This design comes from an exercise in tuning for small area on the open sky130 flow, not from production work. Function was checked by simulation only, so behaviour that the tests miss may differ from the original. Power is estimated from default activity; no workload was simulated. No driver is modelled on the clock port, so clocking that relies on it looks cheaper here than on a real chip.

===== config.mk =====
export PLATFORM = sky130hd
export DESIGN_NAME = Top
export DESIGN_NICKNAME = Top
export VERILOG_FILES = /design/flow/design.v
export SDC_FILE = /design/flow/constraint.sdc
export NUM_CORES = 4
export LEC_CHECK = 0
export CAP_MARGIN = 20
export CORE_MARGIN = 2
export CORE_UTILIZATION = 70
export CTS_BUF_LIST = sky130_fd_sc_hd__clkbuf_16
export CTS_CLUSTER_DIAMETER = 120
export CTS_CLUSTER_SIZE = 32
export SLEW_MARGIN = 20
export SYNTH_HIERARCHICAL = 1

===== constraint.sdc =====
create_clock -name core_clock -period 6.0 [get_ports {clk}]
set_input_delay 1.2000 -clock core_clock [delete_from_list [all_inputs] [get_ports {clk}]]
set_output_delay 1.2000 -clock core_clock [all_outputs]
set_load 0.01 [all_outputs]

===== design.v =====
`timescale 1ns / 1ns
module counter(
	reset,
	count,
	next
);
input reset;
input [5:0] count;
output [5:0] next;
assign next = reset ? 6'd0 : count + 6'd1;
endmodule
`timescale 1ns / 1ns
module sobel(
	pa,
	na,
	pb,
	nb,
	code
);
input  [9:0] pa, na, pb, nb;
output [7:0] code;
wire [6:0] alo, blo;	 
wire sa, sb;		 
wire wa, wb;		 
diff Da(.p(pa), .n(na), .lo(alo), .sign(sa), .wide(wa));
diff Db(.p(pb), .n(nb), .lo(blo), .sign(sb), .wide(wb));
wire ge, cy;
ripple_carry #(6) Cge(.a(alo[6:1]), .b(~blo[6:1]), .ci(alo[0] | ~blo[0]), .co(ge));
ripple_carry #(6) Ccy(.a(alo[6:1]), .b(blo[6:1]), .ci(alo[0] & blo[0]), .co(cy));
wire a_big = sa ^ ((sa ^ sb) ? cy : ge);
wire s = a_big ? sa : sb;
wire sat = wa | wb;
genvar i;
generate for (i = 0; i < 7; i = i + 1) begin : mag
	code_bit M(.a(alo[i]), .b(blo[i]), .a_big(a_big), .sat(sat), .m(code[i+1]));
end endgenerate
assign code[0] = s | sat;
endmodule
module code_bit(
	a,
	b,
	a_big,
	sat,
	m
);
input a, b, a_big, sat;
output m;
assign m = (a_big ? a : b) & ~sat;
endmodule
module diff(
	p,
	n,
	lo,
	sign,
	wide
);
input [9:0] p, n;
output [6:0] lo;
output sign, wide;
wire c7;
assign lo[0] = p[0] ^ n[0];
ripple_add #(6) Lo(.a(p[6:1]), .b(~n[6:1]), .ci(p[0] | ~n[0]), .s(lo[6:1]), .co(c7));
wire [3:0] d = {1'b0, p[9:7]} - {1'b0, n[9:7]};
wire lt = d[3];				 
wire le = d[3] | ~|d[2:0];		 
wire m10 = &d | ~|d;			 
wire z1 = ~d[3] & ~|d[2:1];		 
assign sign = c7 ? lt : le;
assign wide = c7 ? ~m10 : ~z1;
endmodule
module fa(
	a,
	b,
	c,
	s,
	co
);
input a, b, c;
output s, co;
assign {co, s} = a + b + c;
endmodule
module ha(
	a,
	b,
	s,
	co
);
input a, b;
output s, co;
assign {co, s} = a + b;
endmodule
module carry(
	a,
	b,
	c,
	co
);
input a, b, c;
output co;
assign co = (a & b) | (a & c) | (b & c);
endmodule
module ripple_add #(parameter N = 8) (
	input [N-1:0] a,
	input [N-1:0] b,
	input ci,
	output [N-1:0] s,
	output co
);
wire [N:0] c;
assign c[0] = ci;
genvar i;
generate for (i = 0; i < N; i = i + 1) begin : add
	fa F(.a(a[i]), .b(b[i]), .c(c[i]), .s(s[i]), .co(c[i+1]));
end endgenerate
assign co = c[N];
endmodule
module ripple_carry #(parameter N = 8) (
	input [N-1:0] a,
	input [N-1:0] b,
	input ci,
	output co
);
wire [N:0] c;
assign c[0] = ci;
genvar i;
generate for (i = 0; i < N; i = i + 1) begin : add
	carry C(.a(a[i]), .b(b[i]), .c(c[i]), .co(c[i+1]));
end endgenerate
assign co = c[N];
endmodule
module sobel_decode(
	code,
	out
);
input [7:0] code;
output [7:0] out;
wire [6:0] m = code[7:1];
wire s = code[0];
wire [6:0] lower;	 
assign lower[0] = 1'b0;
genvar i;
generate for (i = 1; i < 7; i = i + 1) begin : low
	assign lower[i] = lower[i-1] | m[i-1];
end endgenerate
wire sat = s & ~(lower[6] | m[6]);	 
generate for (i = 0; i < 7; i = i + 1) begin : bits
	decode_bit D(.m(m[i]), .flip(s & lower[i]), .sat(sat), .y(out[i+1]));
end endgenerate
assign out[0] = sat;
endmodule
module decode_bit(
	m,
	flip,
	sat,
	y
);
input m, flip, sat;
output y;
assign y = (m ^ flip) | sat;
endmodule
`timescale 1ns / 1ns
module Top(
	clk,
	data_in,
	data_out,
	element,
	outmatrix
);
input clk, data_in, data_out;
input [7:0] element;
output reg [7:0] outmatrix;
reg loading;		 
reg [5:0] Wadr;		 
reg [5:0] Radr;		 
wire [5:0] Wadr_next, Radr_next;
counter countin(
	.reset(!loading),
	.count(Wadr),
	.next(Wadr_next)
);
counter countout(
	.reset(!data_out),
	.count(Radr),
	.next(Radr_next)
);
always @(posedge clk) begin
	loading <= data_in;
	Wadr <= Wadr_next;
	Radr <= Radr_next;
end
reg [71:0] px;
reg [99:0] qs;
wire [7:0] px1 = px[7:0], px8 = px[63:56], px9 = px[71:64];
wire [7:0] s1, c1;	 
wire [8:0] s2;
wire [7:0] c2;		 
wire [9:0] k;		 
wire [9:0] q0;
genvar i, r, b;
generate for (i = 0; i < 8; i = i + 1) begin : csa
	fa F1(.a(px1[i]), .b(px8[i]), .c(px9[i]), .s(s1[i]), .co(c1[i]));
	if (i > 0)
		fa F2(.a(s1[i]), .b(c1[i-1]), .c(element[i]), .s(s2[i]), .co(c2[i]));
	else
		ha H2(.a(s1[0]), .b(element[0]), .s(s2[0]), .co(c2[0]));
end endgenerate
assign s2[8] = c1[7];
assign q0[0] = s2[0];
ha H(.a(s2[1]), .b(c2[0]), .s(q0[1]), .co(k[2]));
generate for (i = 2; i < 9; i = i + 1) begin : add
	fa F(.a(s2[i]), .b(c2[i-1]), .c(k[i]), .s(q0[i]), .co(k[i+1]));
end endgenerate
assign q0[9] = k[9];
always @(posedge clk) begin
	px <= {px[63:0], element};
	qs <= {qs[89:0], q0};
end
wire [7:0] code;
sobel Sobel(
	.pa(qs[89:80]),
	.na(qs[19:10]),
	.pb(qs[9:0]),
	.nb(qs[99:90]),
	.code(code)
);
wire ins = loading & (|Wadr[5:4]) & (|Wadr[2:1]);
wire [2:0] wrow = Wadr[5:3];
reg [287:0] ring;
generate for (r = 0; r < 6; r = r + 1) begin : rows
	wire put = ins & (wrow == r + 2);
	wire keep = ~put;
	wire [7:0] head;
	for (b = 0; b < 8; b = b + 1) begin : hb
		ao22 H(.a1(put), .a2(code[b]), .b1(keep), .b2(ring[48*r+40+b]), .y(head[b]));
	end
	always @(posedge clk)
		ring[48*r +: 48] <= {ring[48*r +: 40], head};
end endgenerate
reg [2:0] ph, burst_ph;
wire [2:0] ph_next = data_in ? 3'd5 : (ph == 3'd5) ? 3'd0 : ph + 3'd1;
always @(posedge clk) begin
	ph <= ph_next;
	if (!data_out)
		burst_ph <= ph_next;
end
wire [2:0] rrow = Radr[5:3];
wire [2:0] rcol = Radr[2:0];
wire inner_col = (rcol != 3'd0) & (rcol != 3'd7);
wire [5:0] sel_pos, sel_row;
generate for (i = 0; i < 6; i = i + 1) begin : dec
	assign sel_pos[i] = burst_ph == i;
	assign sel_row[i] = inner_col & (rrow == i + 1);
end endgenerate
wire [7:0] rd;
generate for (b = 0; b < 8; b = b + 1) begin : rdbit
	wire [5:0] at_row;
	for (r = 0; r < 6; r = r + 1) begin : row
		sel6 Pos(
			.s(sel_pos),
			.d({ring[48*r+40+b], ring[48*r+32+b], ring[48*r+24+b],
			    ring[48*r+16+b], ring[48*r+8+b], ring[48*r+b]}),
			.y(at_row[r])
		);
	end
	sel6 Row(.s(sel_row), .d(at_row), .y(rd[b]));
end endgenerate
wire [7:0] result;
sobel_decode Dec(
	.code(rd),
	.out(result)
);
always @(posedge clk)
	if (data_out)
		outmatrix <= result;
endmodule
module ao22(
	a1,
	a2,
	b1,
	b2,
	y
);
input a1, a2, b1, b2;
output y;
assign y = (a1 & a2) | (b1 & b2);
endmodule
module sel6(
	s,
	d,
	y
);
input [5:0] s, d;
output y;
wire n0, n1;
sel3n Lo(.s(s[2:0]), .d(d[2:0]), .y(n0));
sel3n Hi(.s(s[5:3]), .d(d[5:3]), .y(n1));
assign y = ~(n0 & n1);
endmodule
module sel3n(
	s,
	d,
	y
);
input [2:0] s, d;
output y;
assign y = ~|(s & d);
endmodule

===== flow/run.sh =====
#!/bin/bash
# The standard layout with three changes that only pick smaller cells:
# - the port buffers that global placement inserts are the smallest buffer
#   cell instead of the default delay buffer (every input and output port
#   still gets its own buffer);
# - the clock tree's root and inner buffers are clkbuf_8 (its leaf buffers
#   stay clkbuf_16, as config.mk's CTS_BUF_LIST gives);
# - clock tree synthesis adds no dummy loads.
set -euo pipefail
export BUFFER_PORTS_ARGS="-buffer_cell sky130_fd_sc_hd__buf_1"
export CTS_ARGS="-sink_clustering_enable -repair_clock_nets -sink_clustering_size 32 -sink_clustering_max_diameter 120 -buf_list sky130_fd_sc_hd__clkbuf_16 -root_buf sky130_fd_sc_hd__clkbuf_8 -tree_buf sky130_fd_sc_hd__clkbuf_8 -dont_use_dummy_load"
bash standard.sh > standard.log 2>&1

===== standard.sh =====
#!/bin/bash
# synth_recipe.tcl (not shown) runs the flow's synth.tcl, then flattens the netlist and writes it again
# the make line also repeats each setting of config.mk as NAME=value (left out here)
make -C /OpenROAD-flow-scripts/flow DESIGN_CONFIG=/design/flow/config.mk WORK_HOME=/design/flow/orfs CLKGATE_MAP_FILE= SYNTH_SCRIPT=/design/flow/synth_recipe.tcl "${@:-finish}"

==> flow_results.org, run 1 <==
** Place
- Detailed Place HPWL :: 17,220 um
- Including well taps, the total number of placed cells is 1,232.
- Placer Congestion :: 0.7987
- Number of buffer cells added on primary ports :: 18

** Clock tree
- CTS Root Cell :: clkbuf_8
- CTS built an H-tree with a depth of 1.
- Clock-pin slew was measured on the worst setup and hold paths at 0.11 ns.
- Counting the buffers created by CTS gives 19.
- Clock tree synthesis found a total of 487 sinks.
- Number of buffers on the longest clock path :: 3
- TritonCTS built the clock tree.
- In this run, post-CTS hold repair placed 0 buffers.
- Clock latency on the worst-skew pair, taken at its later pin, is 0.60 ns.

** STA
- Setup violations remaining at the end of the flow were counted as 0.
- Fmax :: 185.2 MHz
- Final count of pins violating max slew :: 0
- At the pin with the least slew margin, the transition time is 1.179 ns.
- Max-slew headroom at the worst pin :: 21.07%
- In the finished design, the share of the clock period the worst path needs comes to 89.99%.
- Post-layout minimum cycle time :: 5.399 ns
- Total Neg Setup Slack :: 0 ns
- Final Hold Violating Endpoints :: 0
- Setup repair after global routing left no endpoint under its margin.
- Between clock sinks in the finished design, the worst skew comes to 0.07113 ns.

** Final layout
- The multi-input combinational cells in the finished layout cover a total of 3795 um2.
- Post-route non-filler standard cell count :: 1,251
- In the final layout, flip-flops and latches occupy 9859 um2.
- The area growth from synthesis to layout is 7.085%.
- Number of nets at the end of the flow :: 1,047
- The repair_antennas step left the layout with diodes totalling 0.
- Of the cells placed in the final design, the portion with a size suffix greater than 1 is 7.099%.
- Fillers :: 1,173

** Power
- Ratio of total power to cell area :: 457.5 nW/um2
- Overall power consumption after layout is estimated at 6731 uW.
- IR analysis of the VDD net gives a maximum drop of 0.0003748 V.
- The analysis attributes to cell leakage a power of 0.005880 uW.

** GRT
- Congestion Overflow GR :: 0
- For met3 alone, demand over resource in global routing was 4.735%.
- The first global-routing pass estimated 44,730 um of wire.
- Via count of the first global-routing pass :: 8,384
- Entering global routing, the biggest net connects 49 pins.
- Met1 Resource Use GR :: 36.02%
- Across every metal layer, demand over resource in global routing totals 28.28%.
- Initial antenna violation count :: 0
- For met2 alone, demand over resource in global routing was 47.57%.
- After global routing, the most crowded layer is met2.

** Floorplan
- The die covers 20,760 um2.
- Die outline height :: 144.1 um
- Area of the placeable core :: 19,330 um2
- The die is 144.1 um wide.
- For this design the top-level I/O count stands at 19.
- Placement row count :: 51
- The initial utilization of the core area, before any placement, comes to 71.06%.

** Synth
- The synthesized netlist devotes 5.837% of its cell area to simple gates.
- By instance count, the leading cell after synthesis is dfxtp_1.
- The synthesized netlist devotes 12.18% of its cell area to compound gates.
- Predominant post-synthesis flop cell :: dfxtp_1
- In the synthesized netlist the async set-or-reset flop fraction comes to 0%.
- Post-synthesis net count :: 1,000
- Count of mapped cells out of synthesis :: 941
- Seq/Total Area, Yosys :: 71.76%
- By area the synthesized netlist is led by dfxtp_1 69%, a222oi_1 8.2%, fa_1 5.2%, a22o_1 3.1%, edfxtp_1 2.4%.
- Multiplexer share of the synthesized area :: 0.6557%
- Of all cell types, the one taking the most synthesized area is dfxtp_1.
- The synthesized netlist contains 50 unique library cells.
- Post-synthesis xor/xnor area fraction :: 0.9562%
- Total of flip-flops plus latches after synthesis :: 487
- Top cell types by occurrence after synthesis :: 476 x dfxtp_1, 112 x a222oi_1, 63 x nand2_1
- The synthesized netlist devotes 7.404% of its cell area to adder and majority cells.
- Number of synthesis warnings :: 7
- By area, the combinational part of the netlist is dominated by compound AO/OA/AOI/OAI gates.
- The synthesized design contains 11 enable-type register cells.
- A synthesized cell averages 14.60 um2.
- In this run the biggest area consumer among cell types represents 69.36% of the synthesized area.
- Cell area after synthesis :: 13,740 um2

** Routing
- In the routed design, unresolved DRC markers number 0.
- Count of routing violations after the opening detailed-route iteration :: 1,103
- Routed wire length per instance :: 23.02 um
- The final route contains 7,869 vias.
- First-pass iteration count of the detailed router :: 7
- Aggregate routed wire length :: 28,790 um
- Average via count per standard cell :: 6.290
- Remaining antenna violation count after routing :: 0

** Job
- Across the run, the number of max-cap violations was 0.

** Setup path
- In this run the worst path has a maximum fanout of 7.
- For the worst setup path, the data required time is 6.54 ns.
- WS Path Type :: reg -> reg
- Setup crit end kind :: flip-flop
- For the worst setup path, the data arrival time is 5.94 ns.
- Worst Reg-to-Reg Cells :: 15
- STA classifies the critical path startpoint as a flip-flop.

** Status
- The flow ran to the end and the layout has no timing, DRC or antenna violations.

** Worst hold path
- Hold Path Class :: reg -> reg
- Worst hold path depth :: 0
==> layout by cell type (no fill, tap or decap), types with 6 or more instances in the layout <==
| cell | count |
|---|---|
| dfxtp_1 | 476 |
| a222oi_1 | 112 |
| nand2_1 | 63 |
| a22o_1 | 48 |
| inv_1 | 38 |
| fa_1 | 36 |
| nor2_1 | 20 |
| buf_1 | 18 |
| clkbuf_16 | 16 |
| nand2b_1 | 13 |
| maj3_2 | 13 |
| ha_1 | 12 |
| edfxtp_1 | 11 |
| buf_4 | 10 |
| xnor2_1 | 9 |
| mux2i_1 | 9 |
| xor2_1 | 6 |
==> per-stage QoR <==
stage | setup WS [ns] | area (um2) | util (%) | hold slack [ns]
after floorplan | 1.224 | 13740 | - | 0.3096
after global placement | 0.5499 | 14270 | 73.79 | 0.3106
after detailed placement | 0.4188 | 14270 | 73.79 | 0.3121
after CTS | 0.3360 | 14710 | 76.08 | 0.2794
after global routing | 0.2917 | 14710 | 76.10 | 0.2776
final | 0.6008 | 14710 | 76.10 | 0.2738
==> power by group <==
group,internal [uW],switching [uW],leakage [uW]
Clock,526,892,0.000219
Sequential,3600,159,0.00401
Combinational,707,849,0.00165
==> sequential cells by signal (all words and copies together) (netlist names) <==
name       count
Radr           6
outmatrix      8
ph             3
px            72
Wadr           6
burst_ph       3
ring         288
qs           100
loading        1
==> worst paths after layout <==
path	end	from	slack (ns)
hold reg to reg	qs[46]	qs[36]	0.27
setup reg to reg	ring[53]	qs[0]	0.60
hold / removal	qs[46]	qs[36]	0.27
setup / recovery	ring[53]	qs[0]	0.60
==> modules after synthesis, one instance, submodules excluded, excerpt <==
module        times used  cells
Top                    1    533
carry                 12      1
sobel                  1     17
ha                     2      1
sobel_decode           1     11
decode_bit             7      2
sel6                  56      1
sel3n                112      1
ao22                  48      1
code_bit               7      2
fa                    34      1
counter                2     16
diff                   2     28
==> final cells by class <==
| cell class | instances | area share, % |
|---|---|---|
| sequential | 487 | 67.01 |
| multi-input combinational | 414 | 25.79 |
| clock buffer | 19 | 3.002 |
| tap | 265 | 2.254 |
| timing repair buffer | 28 | 0.9695 |
| inverter | 38 | 0.9695 |
==> worst max-delay path, cell delays in order, from the launching register on <==
cell     delay, ns
dfxtp_1       0.33
inv_1         0.06
ha_1          0.15
inv_1         0.05
fa_1          0.37
fa_1          0.40
fa_1          0.41
fa_1          0.41
fa_1          0.40
fa_1          0.39
o41ai_1       0.72
o21ai_0       0.28
a21oi_2       0.59
mux2i_1       0.16
nor2_1        0.38
a22o_1        0.24
==> cell families (layout without fill, tap and decap cells) <==
logic type | Yosys count | count (layout)
mux | 9 | 9
xor+xnor | 15 | 15
fa+ha+maj | 61 | 61
simple gates | 149 | 149
flops | 487 | 487
compound gates | 179 | 179
other cells | 1 | 1
buf+inv | 40 | 85
==> timing repair <==
item                                    in CTS  in global routing
setup buffers                                0                  0
gates resized for setup                      0                  1
hold endpoints to repair                     0                  0
endpoints found under the setup margin       0                  6
==> per-layer routing <==
metal,vias to the layer above,wire (um)
li1,3559,-
met4,0,1324
met1,3873,11500
met3,87,2285
met2,350,13690
met5,-,0
==> run 2, diff against run 1 <==
==> flow/run.sh (replaced) <==
#!/bin/bash
# The standard layout with three changes that only pick smaller cells:
# - the port buffers that global placement inserts are the smallest buffer
#   cell instead of the default delay buffer (every input and output port
#   still gets its own buffer);
# - the clock tree's root and inner buffers are clkbuf_4 (its leaf buffers
#   stay clkbuf_16, as config.mk's CTS_BUF_LIST gives);
# - clock tree synthesis adds no dummy loads.
set -euo pipefail
export BUFFER_PORTS_ARGS="-buffer_cell sky130_fd_sc_hd__buf_1"
export CTS_ARGS="-sink_clustering_enable -repair_clock_nets -sink_clustering_size 32 -sink_clustering_max_diameter 120 -buf_list sky130_fd_sc_hd__clkbuf_16 -root_buf sky130_fd_sc_hd__clkbuf_4 -tree_buf sky130_fd_sc_hd__clkbuf_4 -dont_use_dummy_load"
bash standard.sh > standard.log 2>&1
--- a/config.mk
+++ b/config.mk
@@ -7,7 +7,7 @@
 export LEC_CHECK = 0
 export CAP_MARGIN = 20
 export CORE_MARGIN = 2
-export CORE_UTILIZATION = 70
+export CORE_UTILIZATION = 74
 export CTS_BUF_LIST = sky130_fd_sc_hd__clkbuf_16
 export CTS_CLUSTER_DIAMETER = 120
 export CTS_CLUSTER_SIZE = 32
==> run 2 against run 1 <==
Still clean on timing, DRC and antenna. Non-clock buffer count rose by 3. Critical path depth did not move. First-iteration DRC count rose by 5.3%. Fmax fell by 2.7%. Final cell count fell by 2.6%. Critical endpoint is now ring[199]. Largest cell class unchanged. Largest power group unchanged.
==> flow_results.org, run 2 <==
** Floorplan
- Area of the placeable core :: 18,090 um2 (-6.5%)
- Die outline height :: 140.3 um (-2.7%)
- Placement row count :: 49 (-3.9%)
- Die area :: 19,670 um2 (-5.3%)
- The I/O pin count is 19 (unchanged).
- Initial cell density of the core :: 75.97% (+4.9 points)
- Width of the chip :: 140.3 um (-2.7%)

** STA
- Final setup violation count :: 0 (unchanged)
- The setup TNS was 0 ns (unchanged).
- Max Clock Skew :: 0.05762 ns (-0.01350 ns)
- Pin slew with the least headroom to its limit :: 1.192 ns (+0.01339 ns)
- The total count of hold-check failures in the final report came to 0 (unchanged).
- Max-slew headroom at the worst pin :: 20.23% (-0.84 points)
- The final count of pins violating max slew is 0 (unchanged).
- The maximum frequency from static timing analysis came to 180.2 MHz (-2.7%).
- The final clock period utilization by the worst path was 92.50% (+2.5 points).
- The final critical delay including setup and external delays is 5.550 ns (+0.1511 ns).
- Setup repair after global routing left no endpoint under its margin.

** Final layout
- The final core utilization is 81.06% (+5.0 points).
- The top cell types in the final layout, fill and taps aside, are 476 x dfxtp_1, 112 x a222oi_1, 63 x nand2_1.
- Most common cell after layout, fill and taps aside :: dfxtp_1
- Registers with the highest flip-flop counts :: ring x288, qs x100, px x72
- Relative to the synthesized area, the layout overhead comes to 6.702%.
- The final net count came to 1,050 (+0.29%).
- The final instance area came to 14,660 um2 (-0.36%).
- Proportion of layout cells with a drive suffix above 1 :: 7.280% (+0.18 points)
- Flip-flop count of the largest register, all copies and words added :: 288 (unchanged)
- More flip-flops sit in one register than any other, and that register is ring.

** Place
- Placed Instance Area :: 14,220 um2 (-0.31%)
- Number of buffer cells added on primary ports :: 18 (unchanged)
- Detailed Place HPWL :: 17,450 um (+1.3%)
- The routability-driven placement congestion ratio came to 0.8508 (+6.5%).

** Clock tree
- The clock-pin slew on the worst setup and hold paths is 0.11 ns (about the same).
- Clock insertion delay at the later pin of the skew report :: 0.76 ns (+0.16 ns)
- Hold_buf cts :: 0 (unchanged)
- The buffers inserted during post-CTS setup optimization came to 0 (unchanged).
- The CTS buffer count is 19 (unchanged).
- The number of sinks on the clock net is 487 (unchanged).
- TritonCTS built the clock tree.
- The root buffer cell chosen for the clock tree is clkbuf_4.
- Maximum level of the CTS H-tree :: 1 (unchanged)
- CTS-repair resized insts :: 0 (unchanged)
- The number of buffers between clock root and the deepest sink is 3 (unchanged).

** GRT
- Via count of the first global-routing pass :: 8,476 (+1.1%)
- Most used routing layer :: met2
- The global-route met1 utilization is 39.27% (+3.3 points).
- Congestion Overflow GR :: 0 (unchanged)
- The global routing usage on met2 came to 50.98% (+3.4 points).
- Global router's overall resource usage :: 30.49% (+2.2 points)
- First-pass GRT wire length :: 46,630 um (+4.2%)
- Met3 demand-to-capacity share in global routing :: 4.239% (-0.50 points)
- Largest net degree at the start of global routing :: 49 (unchanged)
- Initial antenna violation count :: 1 (+1)

** Setup path
- The worst-case reg-to-reg path depth is 15 (unchanged).
- On the critical path, the stage with the largest delay is an instance of o41ai_1.
- The largest fanout on the critical path came to 7 (unchanged).
- The maximum single-stage delay on the critical path was 0.71 ns (about the same).
- Number of buffers and inverters on the critical path :: 2 (unchanged)
- The required time at the endpoint of the critical path is 6.67 ns (+0.13 ns).
- Cell family with most CP delay :: adder cells
- The flop-to-flop setup slack was 0.45 ns (-0.15 ns).
- Most common cell on crit path :: fa_1
- Setup crit end kind :: flip-flop
- Critical R2R Capture :: ring[199]
- Category of the worst setup path launch point :: flip-flop
- Crit path arrival time :: 6.22 ns (+0.28 ns)
- By startpoint and endpoint, the worst setup path is classified as reg -> reg.
- Reg-to-reg startpoint :: qs[0]
- Walking the worst path, the cells encountered are inv_1 > ha_1 > inv_1 > fa_1 > fa_1 > fa_1 > fa_1 > fa_1 > fa_1 > o41ai_1 > o21ai_0 > a21oi_2 > mux2i_1 > nor2_1 > a22o_1.

** Worst hold path
- Worst hold path depth :: 0 (unchanged)
- Hold path start :: qs[39]
- Worst hold endpoint :: qs[49]
- Hold Path Class :: reg -> reg

** Synth
- Most frequent cell after synthesis :: dfxtp_1
- By area the synthesized netlist is led by dfxtp_1 69%, a222oi_1 8.2%, fa_1 5.2%, a22o_1 3.1%, edfxtp_1 2.4%.
- Total of flip-flops plus latches after synthesis :: 487 (unchanged)
- Count of mapped cells out of synthesis :: 941 (unchanged)
- The average size of a mapped cell is 14.60 um2 (unchanged).
- For this run, the leading register cell type out of synthesis is dfxtp_1.
- Yosys top cell area share :: 69.36% (unchanged)
- The number of flops mapped to enable cells by yosys was 11 (unchanged).
- The count of unique library cells instantiated by Yosys came to 50 (unchanged).
- Number of synthesis warnings :: 7 (unchanged)
- The synthesized netlist net count is 1,000 (unchanged).
- By count the netlist is led by 476 x dfxtp_1, 112 x a222oi_1, 63 x nand2_1.
- Cell area after synthesis :: 13,740 um2 (unchanged)
- Post-synthesis cell type with the largest combined area :: dfxtp_1
- Seq/Total Area, Yosys :: 71.76% (unchanged)
- Share of synthesized flip-flops with an asynchronous set or reset :: 0% (unchanged)

** Power
- The fraction of power consumed by the clock network came to 20.5% (-0.6 points).
- The combinational share of power was 23.4% (+0.3 points).
- Switch Pwr :: 1898 uW (-0.11%)
- Ratio of total power to cell area :: 456.9 nW/um2 (-0.13%)
- The standby leakage power is 0.005889 uW (+0.14%).
- Sequential cell fraction of total power :: 56.2% (+0.4 points)
- Switching power share of the total :: 28.33% (+0.11 points)
- Cell-internal power :: 4800 uW (-0.64%)
- The worst supply voltage drop on vdd came to 0.0004667 V (+25%).

** Routing
- Remaining antenna violation count after routing :: 0 (unchanged)
- The total via count in the routed design came to 8,103 (+3.0%).
- Aggregate routed wire length :: 29,550 um (+2.6%)
- The via count normalized by instance count is 6.647 (+5.7%).
- Count of routing violations after the opening detailed-route iteration :: 1,161 (+5.3%)
- The remaining design rule violation count came to 0 (unchanged).
- Routed wire length per instance :: 24.24 um (+5.3%)
- The first-pass detailed-route iteration total was 10 (+3).

** Status
- Result of the run :: finished clean

** Job
- The max capacitance violation total is 0 (unchanged).
==> run 2: layout make-up <==
cell class / instances / area [um2]
Tap cell: 229 / 286.5
Timing Repair Buffer: 31 / 165.2
Inverter: 38 / 142.6
Fill cell: 950 / 3426
Clock buffer: 19 / 422.9
Antenna cell: 1 / 2.502
Multi-Input combinational cell: 414 / 3781
Sequential cell: 487 / 9859
==> run 2: per-layer routing <==
| layer | wire length (um) | vias up |
|---|---|---|
| met5 | 0 | - |
| met3 | 2498 | 118 |
| met1 | 11360 | 3973 |
| met2 | 14310 | 438 |
| met4 | 1380 | 0 |
| li1 | - | 3574 |
==> run 2: per-module statistics from Yosys, one instance, submodules excluded, a selection <==
module / copies in the design / area (um2)
sel3n: 112 / 10.01
sobel: 1 / 90.09
diff: 2 / 181.4
ha: 2 / 12.51
carry: 12 / 11.26
Top: 1 / 10180
ao22: 48 / 8.758
==> run 2: worst max path at each step <==
stage / cells after the start / startpoint / endpoint / slack, ns
2_1_floorplan: 15 / qs[0] / ring[100] / 1.22
3_3_place_gp: 15 / qs[0] / ring[55] / 0.61
3_5_place_dp: 15 / qs[0] / ring[199] / 0.33
4_1_cts: 15 / qs[0] / ring[199] / 0.21
5_1_grt: 15 / qs[0] / ring[199] / 0.1
6_report: 15 / qs[0] / ring[199] / 0.45
==> run 2: metrics by stage <==
| step | power [uW] | setup slack, ns | hold slack, ns | instances |
|---|---|---|---|---|
| after floorplan | 4911 | 1.224 | 0.3096 | 941 |
| after global placement | 5180 | 0.6130 | 0.3118 | 1198 |
| after detailed placement | 5294 | 0.3257 | 0.3121 | 1198 |
| after CTS | 6703 | 0.2062 | 0.2836 | 1217 |
| after global routing | 6989 | 0.09504 | 0.2779 | 1219 |
| final | 6698 | 0.4497 | 0.2792 | 1219 |
==> run 2: kinds of logic after synthesis <==
| group | synth area share [%] |
|---|---|
| AO/OA/AOI/OAI | 12.18 |
| XOR/XNOR | 0.9562 |
| adder cells (fa/ha/maj) | 7.404 |
| buffers and inverters | 1.175 |
| flip-flops | 71.76 |
| multiplexers | 0.6557 |
| other | 0.02729 |
| AND/OR/NAND/NOR | 5.837 |
==> run 2: worst register-to-register path: cells and delay by family, from the launching register on <==
family                   cells  cell delay (ns)
AO/OA/AOI/OAI                4             1.74
adder cells (fa/ha/maj)      7             2.59
buffers and inverters        2             0.12
flip-flops                   1             0.34
multiplexers                 1             0.14
AND/OR/NAND/NOR              1             0.54
==> run 2: power by group through the flow <==
stage | registers, uW | logic [uW] | clock network [uW]
after floorplan | 3760 | 1150 | 0
after global placement | 3800 | 1380 | 0
after detailed placement | 3820 | 1470 | 0
after CTS | 3770 | 1550 | 1380
after global routing | 3790 | 1710 | 1480
final | 3760 | 1560 | 1370

-- what the ideal ports hide --
The flow's constraints put no driver on any port. The routed layouts listed below were extracted and timed again, unchanged, in two steps. Step 1 (the two cells are an assumption about what drives the block):
set clk [get_ports {clk}]
set_driving_cell -lib_cell sky130_fd_sc_hd__clkbuf_16 $clk
set_driving_cell -lib_cell sky130_fd_sc_hd__buf_2 [delete_from_list [all_inputs] $clk]
Step 2 adds t to the input delays and takes it off the output delays; t is the mean of the earliest and latest rising clock arrival at the registers after step 1. Input paths then give back, and output paths get back, about the clock's delay inside the block. Slacks: ideal ports / drivers / drivers and shift; pairs: ideal ports / drivers.
run | t (ns) | slack for setup (ns) | hold slack, ns | worst setup path at the end | worst register clock-pin slew, ns
run 1 | 0.612 | 0.601 / 0.601 / 0.601 | 0.274 / 0.274 / 0.274 | register to register | 0.12 / 0.12
run 2 | 0.770 | 0.450 / 0.450 / 0.450 | 0.279 / 0.279 / 0.279 | register to register | 0.11 / 0.11
After both steps setup and hold are still met in every run listed.
